This design comes from an exercise in tuning for small area on the open sky130 flow, not from production work.
Function was checked by simulation only, so behaviour that the tests miss may differ from the original.
No activity file was given, so power comes from the tool's default toggle rates.

### flow/run.sh
#!/bin/bash
# synth_recipe.tcl (not shown) runs the flow's synth.tcl, then flattens the netlist and writes it again
# the make line also repeats each setting of config.mk as NAME=value (left out here)
make -C /OpenROAD-flow-scripts/flow DESIGN_CONFIG=/design/flow/config.mk WORK_HOME=/design/flow/orfs CLKGATE_MAP_FILE= SYNTH_SCRIPT=/design/flow/synth_recipe.tcl finish
### flow/constraint.sdc
create_clock -name core_clock -period 130.0 [get_ports {sys_clk}]
set_input_delay 26.0000 -clock core_clock [delete_from_list [all_inputs] [get_ports {sys_clk}]]
set_output_delay 26.0000 -clock core_clock [all_outputs]
set_load 0.01 [all_outputs]
### flow/config.mk
export PLATFORM = sky130hd
export DESIGN_NAME = ds18b20_top
export DESIGN_NICKNAME = ds18b20_top
export VERILOG_FILES = /design/flow/design.v
export SDC_FILE = /design/flow/constraint.sdc
export NUM_CORES = 4
export LEC_CHECK = 0
export CAP_MARGIN = 20
export CORE_MARGIN = 2
export CORE_UTILIZATION = 40
export SLEW_MARGIN = 20
### flow/design.v
module ds18b20_ctrl(
   input                       sys_clk     ,  
   input                       sys_rst_n   ,  
   output     [13:0]           temp_data_r , 
   output reg                  temp_sign   , 
   output reg                  temp_over   ,
   input                       dq_in       ,
   output                      dq_out_o    ,
   output                      dq_oe_o
);
parameter TIME_1US               = 5'd24          ;
parameter TIME_750MS             = 20'd749_999    ;
parameter IDLE                   = 4'd0           ;
parameter RESET_PULSES           = 4'd1           ;
parameter PRESENCE_PULSES        = 4'd2           ;
parameter WR_RCC_CMD             = 4'd3           ;
parameter WAIT_750MS             = 4'd4           ;
parameter RESET_PULSES_2         = 4'd5           ;
parameter PRESENCE_PULSES_2      = 4'd6           ;
parameter WR_RCC_CMD_2           = 4'd7           ;
parameter RD_TEMP                = 4'd8           ;
parameter CC44              = 16'b0100010011001100;
parameter CCBE              = 16'b1011111011001100;
reg    [4:0 ]   cnt_1us                           ;
reg    [19:0]   cnt_us                            ;
reg            dq_out,dq_en                       ;
wire            end_cnt_us                        ;
assign          dq_out_o=dq_out                   ;
assign          dq_oe_o=dq_en                     ;
reg             clk_us                            ;
wire            us_tick                           ;
assign          us_tick=(cnt_1us==TIME_1US)&&(clk_us==1'b0);
reg    [3:0 ]   state_c                           ;
reg    [3:0 ]   state_n                           ;
reg    [3:0 ]   bit_num                           ; 
reg             start_flag                        ;
reg    [15:0]   data                              ;
reg    [15:0]   data_r                            ;
reg    [20:0]   temp_data                         ; 
assign temp_data_r=temp_data/100;
always @(posedge sys_clk or negedge sys_rst_n)begin 
    if(!sys_rst_n)begin
        cnt_1us <= 5'd0;
    end 
    else if(cnt_1us==TIME_1US)begin 
        cnt_1us <= 5'd0;
    end 
    else begin 
        cnt_1us <= cnt_1us + 1'd1;
    end 
end
always @(posedge sys_clk or negedge sys_rst_n)begin 
    if(!sys_rst_n)begin
        clk_us <= 1'd0;
    end 
    else if(cnt_1us==TIME_1US)begin 
        clk_us <= ~clk_us;
    end 
    else begin 
        clk_us <= clk_us;
    end 
end
always @(posedge sys_clk or negedge sys_rst_n)begin 
    if(!sys_rst_n)begin
        cnt_us <= 20'd0;
    end 
    else if(!us_tick)begin
    end
    else if(end_cnt_us)begin 
        cnt_us <= 20'd0;
    end 
    else begin 
        cnt_us <= cnt_us + 1'd1;
    end 
end
always @(posedge sys_clk or negedge sys_rst_n) begin
    if(!sys_rst_n)begin
        temp_over <= 1'b0;
    end
    else if(state_c==RD_TEMP&&cnt_us==64&&bit_num==15)begin
        temp_over <= 1'b1;
    end
    else begin
        temp_over <= 1'b0;
    end
end
assign end_cnt_us=(cnt_us==499&&(state_c==RESET_PULSES||state_c==RESET_PULSES_2||state_c==PRESENCE_PULSES||state_c==PRESENCE_PULSES_2))||(state_c==RD_TEMP&&cnt_us==64)||(cnt_us==74&&(state_c==WR_RCC_CMD||state_c==WR_RCC_CMD_2))||state_c==IDLE||(state_c==WAIT_750MS&&cnt_us==TIME_750MS);
always @(posedge sys_clk or negedge sys_rst_n)begin 
    if(!sys_rst_n)begin
        state_c <= IDLE;
    end 
    else if(!us_tick)begin
    end
    else begin 
        state_c <= state_n;
    end 
end
always @(posedge sys_clk or negedge sys_rst_n) begin
    if(!sys_rst_n)begin
        start_flag <= 1'b0;
    end
    else if(!us_tick)begin
    end
    else if(state_c==PRESENCE_PULSES||state_c==PRESENCE_PULSES_2)begin
        if(cnt_us==70&&dq_in==0)begin
            start_flag <= 1'b1;
        end
        else begin
            start_flag <= start_flag;
        end
    end
    else begin
        start_flag <= 1'b0;
    end
end
always @(posedge sys_clk or negedge sys_rst_n) begin
    if(!sys_rst_n)begin
        bit_num <= 4'd0;
    end
    else if(!us_tick)begin
    end
    else if(state_c==WR_RCC_CMD||WR_RCC_CMD_2||RD_TEMP)begin
        if((state_c==WR_RCC_CMD&&cnt_us==74)||(state_c==WR_RCC_CMD_2&&cnt_us==74)||(state_c==RD_TEMP&&cnt_us==64))begin
            bit_num <= bit_num + 1'd1;
        end
        else begin
            bit_num <= bit_num;
        end
    end
    else begin
        bit_num <= 4'd0;
    end
end
always @(*)begin 
    case (state_c)
        IDLE             :begin
            state_n = RESET_PULSES;
        end
        RESET_PULSES     :begin
            if(cnt_us==499)begin
                state_n = PRESENCE_PULSES;
            end
            else begin
                state_n = RESET_PULSES;
            end
        end
        PRESENCE_PULSES  :begin
            if(start_flag==1 &&cnt_us==499)begin
                state_n = WR_RCC_CMD;
            end
            else if(start_flag==0&&cnt_us==499)begin
                state_n = IDLE;
            end
            else begin
                state_n = PRESENCE_PULSES;
            end
        end
        WR_RCC_CMD       :begin
            if(cnt_us==74&&bit_num==15)begin
                state_n = WAIT_750MS;
            end
            else begin
                state_n = WR_RCC_CMD;
            end
        end
        WAIT_750MS       :begin
            if(cnt_us==TIME_750MS)begin
                state_n = RESET_PULSES_2;
            end
            else begin
                state_n = WAIT_750MS;
            end
        end
        RESET_PULSES_2   :begin
            if(cnt_us==499)begin
                state_n = PRESENCE_PULSES_2;
            end
            else begin
                state_n = RESET_PULSES_2;
            end
        end
        PRESENCE_PULSES_2:begin
            if(start_flag==1&&cnt_us==499)begin
                state_n = WR_RCC_CMD_2;
            end
            else if(start_flag==0&&cnt_us==499)begin
                state_n = IDLE;
            end
            else begin
                state_n = PRESENCE_PULSES_2;
            end
        end
        WR_RCC_CMD_2     :begin
            if(cnt_us==74&&bit_num==15)begin
                state_n = RD_TEMP;
            end
            else begin
                state_n = WR_RCC_CMD_2;
            end
        end
        RD_TEMP          :begin
            if(cnt_us==64&&bit_num==15)begin
                state_n = IDLE;
            end
            else begin
                state_n = RD_TEMP;
            end
        end
        default: state_n = IDLE;
    endcase
end
always @(*) begin
    dq_out=1'b0;
    dq_en =1'b0;
    case (state_c)
        IDLE             :begin
            dq_out=1'b0;
            dq_en =1'b0;
        end
        RESET_PULSES     :begin
            dq_out=1'b0;
            dq_en =1'b1;
        end
        PRESENCE_PULSES  :begin
            dq_out=1'b0;
            dq_en =1'b0;
        end
        WR_RCC_CMD       :begin
            if(cnt_us>62)begin
               dq_out=1'b0;
               dq_en =1'b0; 
            end
            else if(cnt_us<=1)begin
                dq_out=1'b0;
                dq_en =1'b1; 
            end
            else if(CC44[bit_num]==0)begin
                dq_out=1'b0;
                dq_en =1'b1; 
            end
            else if(CC44[bit_num]==1)begin
                dq_out=1'b0;
                dq_en =1'b0; 
            end
        end
        WAIT_750MS       :begin
            dq_out=1'b1;
            dq_en =1'b1;
        end
        RESET_PULSES_2   :begin
            dq_out=1'b0;
            dq_en =1'b1;
        end
        PRESENCE_PULSES_2:begin
            dq_out=1'b0;
            dq_en =1'b0;
        end
        WR_RCC_CMD_2     :begin
            if(cnt_us>62)begin
               dq_out=1'b0;
               dq_en =1'b0; 
            end
            else if(cnt_us<=1)begin
                dq_out=1'b0;
                dq_en =1'b1; 
            end
            else if(CCBE[bit_num]==0)begin
                dq_out=1'b0;
                dq_en =1'b1; 
            end
            else if(CCBE[bit_num]==1)begin
                dq_out=1'b0;
                dq_en =1'b0; 
            end
        end
        RD_TEMP          :begin
            if(cnt_us<=2)begin
                    dq_out=1'b0;
                    dq_en =1'b1;
                end
            else begin
                dq_out=1'b0;
                dq_en =1'b0;
            end
        end
        default: begin
            dq_out=1'b0;
            dq_en =1'b0;
        end
    endcase
end
always @(posedge sys_clk or negedge sys_rst_n) begin
    if(!sys_rst_n)begin
        data <= 16'd0;
    end
    else if(!us_tick)begin
    end
    else if(state_c==RD_TEMP)begin
        if(cnt_us==14)begin
            data[bit_num] <= dq_in;
        end
        else begin
            data <= data;
        end
    end
    else begin
        data <= 16'd0;
    end
end
always @(posedge sys_clk or negedge sys_rst_n)begin 
    if(!sys_rst_n)begin
        data_r <= 16'd0;
    end 
    else if(!us_tick)begin
    end
    else if(state_c==IDLE)begin
        data_r <= 16'd0;
    end
    else if((data[15]==1)&&state_c==RD_TEMP&&cnt_us==20&&bit_num==15)begin 
        data_r <= ~data + 1;
    end 
    else if((data[15]==0)&&state_c==RD_TEMP&&cnt_us==20&&bit_num==15)begin
        data_r <= data;
    end
    else begin
        data_r <= data_r;
    end
end
always @(posedge sys_clk or negedge sys_rst_n) begin
    if(!sys_rst_n)begin
        temp_data <= 21'd0; 
    end
    else if(!us_tick)begin
    end
    else if(state_c==RD_TEMP&&cnt_us==63&&bit_num==15)begin
        temp_data <= data_r[0]*625+data_r[1]*1250+data_r[2]*2500+data_r[3]*5000+data_r[4]*10000+data_r[5]*20000+data_r[6]*40000+data_r[7]*80000+data_r[8]*160000+data_r[9]*320000+data_r[10]*640000;
    end
    else begin
        temp_data <= temp_data ;
    end
end
always @(posedge sys_clk or negedge sys_rst_n)begin 
    if(!sys_rst_n)begin
        temp_sign <= 1'b0;
    end 
    else if(state_c==RD_TEMP&&cnt_us==63&&bit_num==15)begin 
        temp_sign <= data[15];
    end 
    else begin 
        temp_sign <= temp_sign ;
    end 
end
endmodule
module seg_driver(
	input                       Clk     ,  
	input                       Rst_n   ,  
	input              [05:00]	point  	,  
	input              [23:00]	data_in ,  
	input                       sign    ,
	output    reg      [05:00]	dig_sel , 
	output    reg      [07:00]	dig_seg   
);
	parameter MAX_1MS = 50_000;
	localparam  
		SYB_0 = 8'b1100_0000,
		SYB_1 = 8'b1111_1001,
		SYB_2 = 8'b1010_0100,
		SYB_3 = 8'b1011_0000,
		SYB_4 = 8'b1001_1001,
		SYB_5 = 8'b1001_0010,
		SYB_6 = 8'b1000_0010,
		SYB_7 = 8'b1111_1000,
		SYB_8 = 8'b1000_0000,
		SYB_9 = 8'b1001_0000,
		SYB_A = 8'b1000_1000,
		SYB_B = 8'b1000_0011,
		SYB_C = 8'b1100_0110,
		SYB_D = 8'b1010_0001,
		SYB_E = 8'b1000_0110,
		SYB_F = 8'b1000_1110;
	reg          [15:00]    cnt_1ms     ;  
	wire                    add_cnt_1ms ;  
	wire                    end_cnt_1ms ;  
	reg      	[03:00]		data_tmp 	; 
	reg 					dot 		;  
	always @(posedge Clk or negedge Rst_n)begin
		if(!Rst_n)begin  
			cnt_1ms <= 'd0; 
		end  
		else if(add_cnt_1ms)begin  
			if(end_cnt_1ms)begin  
				cnt_1ms <= 'd0; 
			end  
			else begin  
				cnt_1ms <= cnt_1ms + 1'b1; 
			end  
		end  
		else begin  
			cnt_1ms <= 'd0;  
		end  
	end 
	assign add_cnt_1ms = 1'b1; 
	assign end_cnt_1ms = add_cnt_1ms && cnt_1ms >= MAX_1MS - 1; 
	always @(posedge Clk or negedge Rst_n)begin 
		if(!Rst_n)begin
			dig_sel <= 6'b011_111;
		end  
		else if(end_cnt_1ms)begin
			dig_sel <= {dig_sel[0],dig_sel[5:1]};  
		end  
		else begin
			dig_sel <= dig_sel;
		end
	end  
	always @(posedge Clk or negedge Rst_n)begin 
		if(!Rst_n)begin
			data_tmp <= 4'd0;
			dot      <= 1'b1;
		end  
		else begin
			case(dig_sel)
				6'b011_111:begin data_tmp <= data_in % 10 		  ;dot <= point[0] ;end  
				6'b101_111:begin data_tmp <= data_in / 10 % 10 	  ;dot <= point[1] ;end  
				6'b110_111:begin data_tmp <= data_in / 100 % 10   ;dot <= point[2] ;end  
				6'b111_011:begin data_tmp <= data_in / 1000 % 10  ;dot <= point[3] ;end  
				6'b111_101:begin data_tmp <= data_in / 10000 % 10 ;dot <= point[4] ;end  
				6'b111_110:begin 
					if(sign==1)begin
					dot <= point[5] ; 
					data_tmp <= 10;
				    end 
				    else begin
					    dot <= point[5] ;  
					    data_tmp <= 11;
				    end
	                end
				default: ;
			endcase
		end
	end  
	always @(posedge Clk or negedge Rst_n)begin 
		if(!Rst_n)begin
			dig_seg <= SYB_0;
		end   
		else begin
			case(data_tmp)
				0:dig_seg <= {dot,SYB_0[6:0]};
				1:dig_seg <= {dot,SYB_1[6:0]};
				2:dig_seg <= {dot,SYB_2[6:0]};
				3:dig_seg <= {dot,SYB_3[6:0]};
				4:dig_seg <= {dot,SYB_4[6:0]};
				5:dig_seg <= {dot,SYB_5[6:0]};
				6:dig_seg <= {dot,SYB_6[6:0]};
				7:dig_seg <= {dot,SYB_7[6:0]};
				8:dig_seg <= {dot,SYB_8[6:0]};
				9:dig_seg <= {dot,SYB_9[6:0]};
				10:dig_seg <= {dot,7'b0111111};
				11:dig_seg <= {dot,7'b1111111};
				default: ;
			endcase
		end
	end  
endmodule 
module uart_tx(
   input    wire               sys_clk     ,  
   input    wire               sys_rst_n   ,  
   input    wire               start_flag_x  ,  
   input    wire   [16:0]      baud_rate   , 
   input    wire   [7 :0]      data        ,  
   output                      over_flag   ,
   output   reg                tx    
);
parameter TIME_1S = 26'd5000_0000;
parameter START   = 2'b01        ,
          SEND    = 2'b10        ;
wire [12:0] bit_time  ; 
wire [10:0] rx_data;
reg  [1:0]  state_c   ;
reg  [1:0]  state_n   ;
reg  [12:0] cnt_bit   ;
reg  [3:0]  bit_num   ;
reg         parity_bit;
assign bit_time=(TIME_1S/baud_rate)-1;  
assign rx_data = {1'b1,parity_bit,data, 1'b0};  
always @(posedge sys_clk or negedge sys_rst_n) begin
   if(!sys_rst_n)begin
      state_c <= START;  
   end
   else begin
      state_c <= state_n;  
   end
end
always @(*) begin
   case (state_c)
      START:begin
         if(start_flag_x==1)begin
            state_n = SEND;  
         end
         else begin
            state_n = START;  
         end
      end
      SEND :begin
         if(cnt_bit==bit_time&&bit_num==10)begin
            state_n = START;  
         end
         else begin
            state_n = SEND;  
         end
      end
      default: state_n = START;  
   endcase
end
always @(posedge sys_clk or negedge sys_rst_n) begin
   if (!sys_rst_n) begin
      parity_bit <= 1'b0;  
   end
   else begin
      case (state_c)
         START: parity_bit <= 1'b0;  
         SEND: begin
            if (cnt_bit == bit_time && bit_num == 8) begin
               if (data[0] ^ data[1] ^ data[2] ^ data[3] ^ data[4] ^ data[5] ^ data[6] ^ data[7]) begin
                  parity_bit <= 1'b0;  
               end
               else begin
                  parity_bit <= 1'b1;  
               end
            end
            else begin
               parity_bit <= parity_bit;
            end
         end
         default: parity_bit <= 1'b0;  
      endcase
   end
end
always @(posedge sys_clk or negedge sys_rst_n) begin
   if(!sys_rst_n)begin
      cnt_bit <= 13'b0;  
   end
   else if(cnt_bit == bit_time&&state_c==SEND)begin
      cnt_bit <= 13'b0;  
   end
   else if(state_c==SEND)begin
      cnt_bit <= cnt_bit + 1'b1;  
   end
   else begin
      cnt_bit <= 13'b0;  
   end
end
always @(posedge sys_clk or negedge sys_rst_n) begin
   if(!sys_rst_n)begin
      bit_num <= 1'b0;  
   end
   else if(state_c==SEND)begin
      if(cnt_bit==bit_time)begin
         if(bit_num==10)begin
            bit_num <= 1'b0;  
         end
         else begin
            bit_num <= bit_num + 1'b1;  
         end
      end
      else begin
         bit_num <= bit_num;  
      end
   end
   else begin
      bit_num <= 1'b0;  
   end
end
always @(*) begin
   if(!sys_rst_n)begin
      tx = 1'b1;  
   end
   else begin
      case (state_c)
         START:tx = 1'b1;  
         SEND :tx = rx_data[bit_num];  
         default:tx = 1'b1;  
      endcase
   end
end
reg flag_send_data;
always @(posedge sys_clk or negedge sys_rst_n) begin
      if(!sys_rst_n) begin
         flag_send_data <= 0;
      end
      else if(start_flag_x) begin
         flag_send_data <= 1;
      end
      else if(cnt_bit==bit_time&&bit_num==10) begin
         flag_send_data <= 0;
      end
      else begin
         flag_send_data <= flag_send_data;
      end
   end
assign over_flag = ~flag_send_data  ;
endmodule
module tx_fifo(
	input              aclr_n ,
	input              clock  ,
	input      [7:0]   data   ,
	input              rdreq  ,
	input              wrreq  ,
	output             empty  ,
	output             full   ,
	output reg [7:0]   q
);
reg [7:0] mem [0:15];
reg [3:0] wptr;
reg [3:0] rptr;
reg [4:0] count;
wire do_wr = wrreq && !full;
wire do_rd = rdreq && !empty;
assign empty = (count == 5'd0);
assign full  = (count == 5'd16);
always @(posedge clock) begin
	if (do_wr)
		mem[wptr] <= data;
end
always @(posedge clock or negedge aclr_n) begin
	if (!aclr_n) begin
		wptr  <= 4'd0;
		rptr  <= 4'd0;
		count <= 5'd0;
		q     <= 8'd0;
	end
	else begin
		if (do_wr)
			wptr <= wptr + 4'd1;
		if (do_rd) begin
			rptr <= rptr + 4'd1;
			q    <= mem[rptr];
		end
		case ({do_wr, do_rd})
			2'b10: count <= count + 5'd1;
			2'b01: count <= count - 5'd1;
			default: count <= count;
		endcase
	end
end
endmodule
module ds18b20_top(
   input                       sys_clk     ,  
   input                       sys_rst_n   ,  
   output             [05:00]  dig_sel     , 
   output             [07:00]  dig_seg     , 
   output                      tx          ,
   input                       dq_in       ,  
   output                      dq_out      ,  
   output                      dq_oe          
);
wire                            over_flag       ;
wire        [13:0]              temp_data_r     ;
wire                            temp_sign       ;
reg         [ 7:0 ]             data            ;
wire							rdreq			;
wire							wrreq			;
wire							empty			;
wire							full			;
wire		[ 7:0 ]			    data_in			;
reg								send_flag		;
reg								flag			;
reg			[ 3:0 ]				cnt_byte		;
wire                            temp_over       ;
wire        [19:0]              temp            ;
reg		    [25:00]			    cnt             ;	
wire						    add_cnt         ;
wire						    end_cnt         ;
assign temp[3:0]   =temp_data_r%10;
assign temp[7:4]   =temp_data_r/10%10;
assign temp[11:8]  =temp_data_r/100%10;
assign temp[15:12] =temp_data_r/1000%10;
assign temp[19:16] =temp_data_r/10000%10;
parameter TIME_1S = 26'd99999;
ds18b20_ctrl #(.TIME_750MS(20'd999)) u_ds18b20_ctrl(
    .sys_clk     (sys_clk     ),
    .sys_rst_n   (sys_rst_n   ),
    .temp_data_r (temp_data_r ),
    .temp_sign   (temp_sign   ),
    .temp_over   (temp_over   ),
    .dq_in       (dq_in       ),
    .dq_out_o    (dq_out      ),
    .dq_oe_o     (dq_oe       )
);
seg_driver #(.MAX_1MS(1000)) u_seg_driver(
.Clk    (sys_clk    ),
.Rst_n  (sys_rst_n  ),
.point  (6'b111011  ),
.data_in({10'd0,temp_data_r}),
.sign   (temp_sign  ),
.dig_sel(dig_sel),
.dig_seg(dig_seg)
);
uart_tx u_uart_tx(
.sys_clk     (sys_clk     ),
.sys_rst_n   (sys_rst_n   ),
.start_flag_x(rdreq       ),
.baud_rate   (115200      ),
.data        (data_in     ),
.over_flag   (over_flag   ),
.tx          (tx          )
);
tx_fifo	tx_fifo_inst (
	.aclr_n ( sys_rst_n ),
	.clock ( sys_clk),
	.data ( data ),
	.rdreq ( rdreq ),
	.wrreq ( wrreq ),
	.empty ( empty ),
	.full ( full ),
	.q ( data_in )
	);
assign rdreq = over_flag && ~empty;
assign wrreq = ~full && send_flag && flag;
always @(posedge sys_clk or negedge sys_rst_n) begin
    if(!sys_rst_n) begin
        send_flag <= 0;
    end
    else if(cnt_byte==11)begin
        send_flag <= 0;
    end
    else if(cnt_byte==0&&end_cnt)begin
        send_flag <= ~send_flag;
    end
    else begin
        send_flag <= send_flag;
    end
end
always @(posedge sys_clk or negedge sys_rst_n)begin 
    if(!sys_rst_n)begin
        cnt <= 0;
    end 
    else if(add_cnt)begin 
        if(end_cnt)begin 
            cnt <= 0;
        end
        else begin 
            cnt <= cnt + 1;
        end 
    end
end 
assign add_cnt = 1;
assign end_cnt = add_cnt && cnt == TIME_1S ;
always @(posedge sys_clk or negedge sys_rst_n) begin
    if(!sys_rst_n) begin
        cnt_byte <= 0;
    end
    else if(cnt_byte == 11) begin
        cnt_byte <= 0;
    end
    else if(send_flag==0)begin
        cnt_byte <= 0;
    end
    else if(send_flag) begin
        cnt_byte <= cnt_byte + 1;
    end
end
always @(*) begin
    if(!sys_rst_n) begin
        flag = 0;
    end
    else if(!send_flag) begin
        flag = 0;
    end
    else if(cnt_byte<5) begin
        flag = 1;
    end
    else if(cnt_byte==5&&temp_sign==1)begin
        flag = 1;
    end
    else if(cnt_byte==6&&data>48)begin
        flag = 1;
    end
    else if(cnt_byte>6)begin
        flag = 1;
    end
    else begin
        flag = 0;
    end
end
always @(*) begin
    data = 0;
    if(!sys_rst_n) begin
        data =0;
    end
    else if(send_flag) begin
        case (cnt_byte)
            0 : data = 116; 
            1 : data = 101; 
            2 : data = 109; 
            3 : data = 112; 
            4 : data = 58 ; 
            5 : data = 45 ; 
            6 : data = temp[19:16] +  48 ;
            7 : data = temp[15:12] +  48 ;
            8 : data = temp[11:8]  +  48 ;
            9 : data = 46 ; 
            10: data = temp[7:4]   +  48 ;
            11: data = temp[3:0]   +  48 ;
            default: data =0;
        endcase
    end
end
endmodule
==> run notes <==
==> cells by family (layout without fill, tap and decap cells) <==
group,count (synthesis),count (layout),synth area share [%]
DFF,297,297,29.49
and+or+nand+nor,1136,1136,20.71
muxes,123,123,6.458
buffers and inverters,320,247,4.775
AOI/OAI and AO/OA,922,922,24.82
other,1,6,0.01381
xor gates and xnor gates,192,192,6.250
adders and majority gates,152,152,7.495
==> synthesized netlist by cell type (29+ instances only) <==
master	count	area (um2)
dfrtp_1	176	4404
o211ai_1	37	277.8
a31oi_1	42	262.8
a211oi_1	30	225.2
nor3_1	85	425.4
o22ai_1	32	200.2
mux4_2	36	810.8
nand3_1	119	595.6
a21o_1	36	270.3
nand2_1	275	1032
mux2_2	43	484.2
nor4_1	39	244.0
edfxtp_1	112	3363
nor2_1	301	1130
nor2b_1	29	181.4
nand2b_1	36	225.2
clkbuf_1	117	439.2
buf_2	40	200.2
xor2_1	53	464.2
inv_1	129	484.2
nand4_1	43	269.0
o21ai_0	175	875.8
xnor2_1	137	1200
or3_1	35	219.0
a21oi_1	162	810.8
ha_1	112	1401
and3_1	40	250.2
mux2i_1	39	390.4
==> final timing paths <==
kind | depth (start not counted) | slack (ns) | endpoint | start
setup / recovery | 3 | 77.04 | tx | sys_rst_n
hold / removal | 1 | 0.46 | u_seg_driver.cnt_1ms[0] | u_seg_driver.cnt_1ms[0]
setup reg to reg | 53 | 109.62 | tx_fifo_inst.count[4] | u_ds18b20_ctrl.temp_data[19]
hold reg to reg | 1 | 0.46 | u_seg_driver.cnt_1ms[0] | u_seg_driver.cnt_1ms[0]
max in group asynchronous | 3 | 102.86 | tx_fifo_inst.rptr[0] | sys_rst_n
min in group asynchronous | 1 | 25.24 | u_ds18b20_ctrl.data[2] | sys_rst_n
==> cell type report <==
cell class                      count  area [um2]
Fill cell                        6493       38190
Multi-Input combinational cell   2531       17910
Sequential cell                   297        8008
Tap cell                          873        1092
Clock buffer                       43       829.5
Inverter                          139       521.8
Timing Repair Buffer               52       441.7
Clock inverter                     13       171.4
==> cells in the final DEF, fill, tap and decap left out, types with 37 or more instances in the layout <==
| cell type | instances |
|---|---|
| o211ai_1 | 37 |
| nand3_1 | 119 |
| mux2i_1 | 39 |
| ha_1 | 112 |
| mux2_2 | 43 |
| and3_1 | 40 |
| xor2_1 | 53 |
| nand4_1 | 43 |
| nor4_1 | 38 |
| nor2_1 | 301 |
| inv_1 | 129 |
| dfrtp_1 | 175 |
| edfxtp_1 | 112 |
| a31oi_1 | 41 |
| xnor2_1 | 137 |
| o21ai_0 | 173 |
| a21oi_1 | 162 |
| nor3_1 | 84 |
| nand2_1 | 275 |
==> worst register-to-register path: cells and delay by family, from the launching register on <==
kind            cells  cell delay [ns]
buf+inv             3             1.23
xor+xnor            4             0.87
flops               1             0.92
simple gates       11             4.74
mux                 3             1.08
compound gates     28            10.10
fa+ha+maj           4             1.36
==> per-layer routing <==
layer	routed length (um)	vias up
met3	5140	109
li1	-	11575
met2	32650	838
met4	1401	0
met1	33960	11666
met5	0	-
==> power groups by stage <==
| stage | sequential (uW) | combinational [uW] | clock, uW |
|---|---|---|---|
| 4_1_cts | 96.8 | 1.52 | 90.4 |
| 2_1_floorplan | 98.6 | 0.0619 | 0 |
| 6_report | 96.8 | 1.40 | 88.2 |
| 3_5_place_dp | 98.6 | 1.52 | 0 |
| 3_3_place_gp | 98.6 | 1.48 | 0 |
| 5_1_grt | 96.8 | 1.69 | 93.8 |
==> sequential cells by signal, summed over array words and instances, names as in the netlist, 2 cells and up <==
| register | flops |
|---|---|
| u_uart_tx.bit_num | 4 |
| u_ds18b20_ctrl.state_c | 4 |
| u_ds18b20_ctrl.cnt_1us | 5 |
| u_ds18b20_ctrl.data_r | 11 |
| tx_fifo_inst.mem | 112 |
| u_ds18b20_ctrl.cnt_us | 20 |
| tx_fifo_inst.rptr | 4 |
| u_uart_tx.state_c | 2 |
| cnt_byte | 4 |
| u_seg_driver.cnt_1ms | 16 |
| tx_fifo_inst.wptr | 4 |
| tx_fifo_inst.q | 7 |
| u_ds18b20_ctrl.temp_data | 19 |
| u_seg_driver.data_tmp | 4 |
| u_uart_tx.cnt_bit | 13 |
| u_ds18b20_ctrl.data | 12 |
| u_seg_driver.dig_sel | 6 |
| cnt | 26 |
| tx_fifo_inst.count | 5 |
| u_seg_driver.dig_seg | 8 |
| u_ds18b20_ctrl.bit_num | 4 |
==> metrics by stage <==
stage | hold slack (ns) | setup slack (ns)
2_1_floorplan | 0.4329 | 77.86
5_1_grt | 0.4999 | 76.97
3_3_place_gp | 0.4473 | 76.99
3_5_place_dp | 0.4570 | 76.99
6_report | 0.4584 | 77.04
4_1_cts | 0.4649 | 76.99
==> summary.txt <==
result of the run - timing/DRC/antenna clean
power density over the cells - 6.435 nW/um2
number of standard cells in the final layout excluding fillers - 3948
CP startpoint kind - input port
number of warnings reported in the yosys synthesis log - 6
met3 Use GR - 3.511%
path type of the worst setup path - input port to output pin
routed via count divided by cell count - 6.127
buffer levels on the longest clock path - 3
violation count after the first detailed-routing iteration - 1986
detailed-route DRC error count - 0
utilization of the core after routing - 43.14%
number of enable flip-flop cells after synthesis - 112
number of clock sinks seen by CTS - 297
antenna violations before repair - 0
TritonCTS buffer count - 30
Initial Utilization - 40.42%
Crit path required time - 104.00 ns
number of buffer and inverter stages on the critical path - 2
slew at the pin with the worst max-slew slack - 1.134 ns
f_max - 18.88 MHz
post-route setup TNS - 0 ns
number of hold violations in the final report - 0
grt met1 use - 29.29%
Worst setup EP type - output pin
weighted congestion at the end of routability-driven global placement - 0.9259
Total Nets Final - 3189
async set or reset register ratio after synthesis - 62.29%
All-Layer GR Usage - 20.55%
Worst-Skew Late Latency - 0.60 ns
fraction of power consumed by sequential logic - 51.9%
biggest cell delay along the critical path - 0.63 ns
synthesis-stage register bit count - 297
busiest layer in global routing - met2
Via Count - 24188
unrepaired setup endpoints after global routing - false
Mean Syn Cell Area - 8.637 um2
clock share of power - 47.3%
total design power - 186.4 uW
signal arrival time at the worst endpoint - 26.96 ns
drt total wl - 73150 um
global-route track usage on met2 - 32.34%
cell-by-cell trace of the critical path - clkbuf_8 -> o2111ai_1 -> clkdlybuf4s50_1
Placed Cells incl. Taps - 3892
wire length per cell - 18.53 um
net switching fraction of the power - 20.89%
part of the cycle the worst path needs - 40.74%
Synth-to-Final Area Change - 6.734%
floorplan die area - 69960 um2
min Tclk post-route - 52.96 ns
fin. max-slew vios - 0
crit-path max FO - 6
die boundary width - 264.5 um
number of post-CTS setup repair buffers - 0
number of rows created at floorplan - 95
max-cap violations - 0
aggregate global routing overflow - 0
input/output buffers - 19
worst rel slew slack - 24.14%
Synth Flop Type - dfrtp_1
IR drop worst, VDD - 11.44 uV
worst setup skew after layout - 0.01363 ns
Clk Tree Root Cell - clkbuf_16
n_diodes - 0
wire length of the first global-routing pass - 122000 um
worst-path cell with the longest stage delay - clkdlybuf4s50_1
Hold Crit Class - flop to flop
fraction of the yosys area taken by sequential cells - 29.49%
number of primary I/O pins - 20
via count of the first global-routing pass - 23348
share of final-layout standard cells stronger than drive strength 1 - 9.724%
total internal power - 147.5 uW
largest delay contributor family on the critical path - buffers and inverters
number of distinct standard cells referenced by the synthesized netlist - 137
CTS tree - built
switching component of the power - 38.94 uW
number of buffers inserted for hold repair after clock tree synthesis - 0
count of final setup violators - 0
HPWL after detailed placement - 53150 um
height of the chip - 264.5 um
Syn Inst Count - 3143
number of levels the H-tree was split into - 1
largest net degree at the start of global routing - 76
core area - 67160 um2
combinational share of power - 0.8%
Clock transition at path regs - 0.06 ns
Static Leakage - 0.01123 uW
post-synth design cell area - 27140 um2
post-route ant nets - 0
DRT Pass-1 Iters - 8
placed standard-cell area - 27950 um2
post-CTS resize count - 0
final design instance area without fill - 28970 um2

[what the ideal ports hide]
The results above use ideal ports. As a check the final layout listed here was re-extracted and re-timed, cells and wires unchanged.
Step 1: set_driving_cell puts a clkbuf_16 on sys_clk and a buf_2 on each other input, an assumption about the parent block.
Step 2, shift: input delay + t, output delay - t, t = (earliest + latest rising clock arrival at the registers) / 2. This alone moves slack from input paths to output paths.
Slacks: no drivers / after step 1 / after step 2; pairs: no drivers / after step 1.
t (ns): 0.647
setup WS [ns]: 77.037 / 77.006 / 77.006
hold slack, ns: 0.458 / 0.458 / 0.458
worst register clock-pin slew, ns: 0.07 / 0.07
After both steps this run still meets setup and hold. The setup slack of this run moves by -0.031 ns with the drivers and by -0.031 ns with both steps.
